Source: an optimization exercise on an open RTL-to-GDS flow (aim: small area). Production flows keep margins and buffers that such runs may drop.
Only simulation tests tie the RTL to the original design; equivalence was not proved.
Power figures rest on the tool's default switching activity, not on a simulated workload.

==> inputs of run a <==
## health_monitor
module health_monitor(
    input  logic        clk,
    input  logic        rst,
    input  logic [11:0] adc_data,    
    output logic [15:0] led,         
    output logic        pulse,       
    output logic [6:0]  segs_n,
    output logic [7:0]  anode_n,
    output logic        dp_n
    );
clock: 20.0 ns
lec_check: 0
cap_margin: 0
core_margin: 2
core_utilization: 65
slew_margin: 0
standard.sh (not shown) runs the stock make flow with config.mk's settings and CLKGATE_MAP_FILE= SYNTH_SCRIPT=/design/flow/synth_recipe.tcl, a recipe that flattens the netlist after the stock synthesis.
==> flow/flow/run.sh <==
#!/bin/bash
# Own layout flow.
#  1. the standard synthesis (standard.sh synth), unchanged.
#  2. The combinational logic between the standard synthesis's registers is
#     re-mapped for area: faflip.py feeds full adders whose inputs are mostly
#     inverted the uninverted signals (inverting their outputs instead), then
#     ABC (reopt.ys with each flow/reopt_*.abc script) rebuilds the gates between registers, full
#     adders and tie cells, which are kept as they are (instance names and
#     cell types).  Each candidate must pass a combinational equivalence check
#     (cutregs.py, ceq.ys); the smallest is used, else the standard netlist.
#  3. The standard ORFS layout from floorplan to finish on that netlist, with
#     every port still buffered (by buf_1), the constant outputs sharing the
#     synthesis's one tie cell, and a clock tree of clkbuf_4 without dummy
#     loads.
# Each tool's output goes to a log_*.log file in the work folder.
set -euo pipefail
W=$(pwd)
R=$W/orfs/results/$FLOW_PLATFORM/health_monitor/base
YOSYS=${YOSYS_EXE:-$FLOW_HOME/../tools/install/yosys/bin/yosys}
[[ -x $YOSYS ]] || YOSYS=$(command -v yosys)
LIB=$FLOW_HOME/platforms/$FLOW_PLATFORM/lib/sky130_fd_sc_hd__tt_025C_1v80.lib

bash standard.sh synth > $W/log_1_standard_synth.log 2>&1
cp $R/1_2_yosys.v $W/synth_standard.v

python3 $W/flow/faflip.py $W/synth_standard.v $W/synth_faflip.v > $W/log_2a_faflip.log 2>&1
# cells kept as they are: registers, full adders and tie cells
# cells the platform marks don't-use (probe and lpflow cells) stay out of the mapping
DONTUSE=$(grep -oE 'cell *\("?sky130_fd_sc_hd__(probe|lpflow)[a-z0-9_]*' $LIB | grep -oE 'sky130_fd_sc_hd__[a-z0-9_]*' | sort -u | sed 's/^/-dont_use /' | tr '\n' ' ')
KEEP=$(grep -oE 'sky130_fd_sc_hd__(df|edf|sdf|dl|conb|fa_)[a-z0-9_]*' $W/synth_faflip.v | sort -u | tr '\n' ' ')
# each ABC script in flow/reopt_*.abc gives a candidate netlist; the smallest
# one that passes the equivalence check is used
python3 $W/flow/cutregs.py $W/synth_standard.v $W/ceq_gold.v $FLOW_TOP
reopt() {
  local v=$1
  sed -e "s#@LIB@#$LIB#g" -e "s#@KEEP@#$KEEP#g" -e "s#@DONTUSE@#$DONTUSE#g" -e "s#@IN@#$W/synth_faflip.v#g" \
      -e "s#@OUT@#$W/synth_reopt_$v.v#g" -e "s#@ABC@#$W/flow/reopt_$v.abc#g" \
      -e "s#@TOP@#$FLOW_TOP#g" $W/flow/reopt.ys > $W/reopt_$v.ys
  $YOSYS -s $W/reopt_$v.ys > $W/log_2b_reopt_$v.log 2>&1 || return 0
  python3 $W/flow/cutregs.py $W/synth_reopt_$v.v $W/ceq_gate_$v.v $FLOW_TOP
  sed -e "s#@LIB@#$LIB#g" -e "s#@GOLD@#$W/ceq_gold.v#g" -e "s#@GATE@#$W/ceq_gate_$v.v#g" \
      -e "s#@TOP@#$FLOW_TOP#g" $W/flow/ceq.ys > $W/ceq_$v.ys
  if $YOSYS -s $W/ceq_$v.ys > $W/log_2c_ceq_$v.log 2>&1; then
    grep -i 'chip area' $W/log_2b_reopt_$v.log | tail -1 | awk -v f=$W/synth_reopt_$v.v '{print $NF, f}' > $W/cand_$v.txt
  fi
}
VARIANTS=$(cd $W/flow && ls reopt_*.abc | sed 's/^reopt_//; s/\.abc$//')
for v in $VARIANTS; do reopt $v & done
wait
USE=$W/synth_standard.v
if ls $W/cand_*.txt > /dev/null 2>&1; then
  USE=$(cat $W/cand_*.txt | sort -g | head -1 | awk '{print $2}')
fi
echo "netlist used: $USE" > $W/log_2d_netlist.log
cp $USE $R/1_2_yosys.v

bash standard.sh \
  "BUFFER_PORTS_ARGS=-buffer_cell sky130_fd_sc_hd__buf_1" \
  "SKIP_REPAIR_TIE_FANOUT=1" \
  "CTS_ARGS=-sink_clustering_enable -repair_clock_nets -dont_use_dummy_load -buf_list sky130_fd_sc_hd__clkbuf_4 -sink_clustering_size 30 -sink_clustering_max_diameter 100" \
  finish > $W/log_3_layout.log 2>&1
Other scripts of this flow, unchanged in this note and not shown: flow/flow/ceq.ys, flow/flow/cutregs.py, flow/flow/faflip.py, flow/flow/reopt.ys, flow/flow/reopt_amap.abc, flow/flow/reopt_amap2.abc, flow/flow/reopt_amap3.abc, flow/flow/reopt_amap5.abc, flow/flow/reopt_map.abc
==> run b (differences from run a) <==
--- a/flow/flow/run.sh
+++ b/flow/flow/run.sh
@@ -9,9 +9,8 @@
 #     cell types).  Each candidate must pass a combinational equivalence check
 #     (cutregs.py, ceq.ys); the smallest is used, else the standard netlist.
 #  3. The standard ORFS layout from floorplan to finish on that netlist, with
-#     every port still buffered (by buf_1), the constant outputs sharing the
-#     synthesis's one tie cell, and a clock tree of clkbuf_4 without dummy
-#     loads.
+#     every port still buffered (by buf_1) and a clock tree of clkbuf_4
+#     without dummy loads.
 # Each tool's output goes to a log_*.log file in the work folder.
 set -euo pipefail
 W=$(pwd)
@@ -56,6 +55,5 @@
 
 bash standard.sh \
   "BUFFER_PORTS_ARGS=-buffer_cell sky130_fd_sc_hd__buf_1" \
-  "SKIP_REPAIR_TIE_FANOUT=1" \
   "CTS_ARGS=-sink_clustering_enable -repair_clock_nets -dont_use_dummy_load -buf_list sky130_fd_sc_hd__clkbuf_4 -sink_clustering_size 30 -sink_clustering_max_diameter 100" \
   finish > $W/log_3_layout.log 2>&1
Settings changed: CORE_UTILIZATION 65 to 40, GPL_TIMING_DRIVEN set to 0.
==> qor summary <==
quantity	run b	run a
Post-Route Skew	0.0353 ns	0.0340 ns
Run status	no timing/DRC/antenna violations	no timing/DRC/antenna violations
Fin cells	520	472
Die span in y	94.7 um	75.1 um
Switching part of the total	0.509	0.520
Final wirelength	7360 um	7980 um
Reg-to-reg setup timing slack	17.91 ns	17.81 ns
Core Area	8090 sq um	4790 sq um
Clock-pin slew on the worst setup and hold paths	0.07 ns	0.09 ns
Net load switching power	0.279 mW	0.291 mW
Global routing met1 resource utilization	0.220	0.375
Final Cycle Share	0.664	0.656
Combinational power share	0.661	0.669
TritonRoute pass-1 iters	8	7
Via count of the first global-routing pass	2,652	2,794
Cell count along the critical path	34	32
Count of nets after finishing	453	443
Max stage delay on crit path	0.77 ns	0.76 ns
Bufs w/o clock	44	40
Cell total after placement	510	463
Part of the power in registers	0.240	0.235

==> what the ideal ports hide <==
The flow's constraints put no driver on any port. The routed layouts listed below were extracted and timed again, unchanged, in two steps. Step 1 (the two cells are an assumption about what drives the block):
set clk [get_ports {clk}]
set_driving_cell -lib_cell sky130_fd_sc_hd__clkbuf_16 $clk
set_driving_cell -lib_cell sky130_fd_sc_hd__buf_2 [delete_from_list [all_inputs] $clk]
Step 2 also shifts input and output timing later by t, the mid clock arrival at the registers, as if the neighbouring blocks saw the same clock. Slacks: no drivers / after step 1 / after step 2; pairs: no drivers / after step 1.
| run | t, ns | setup slack, ns | worst data-port slew with drivers (ns) | cell pins on the clock port's net |
|---|---|---|---|---|
| run a | 0.402 | 6.877 / 6.851 / 7.253 | 0.04 | 1 |
| run b | 0.378 | 6.712 / 6.691 / 7.069 | 0.03 | 1 |
After both steps every run listed still meets setup and hold.
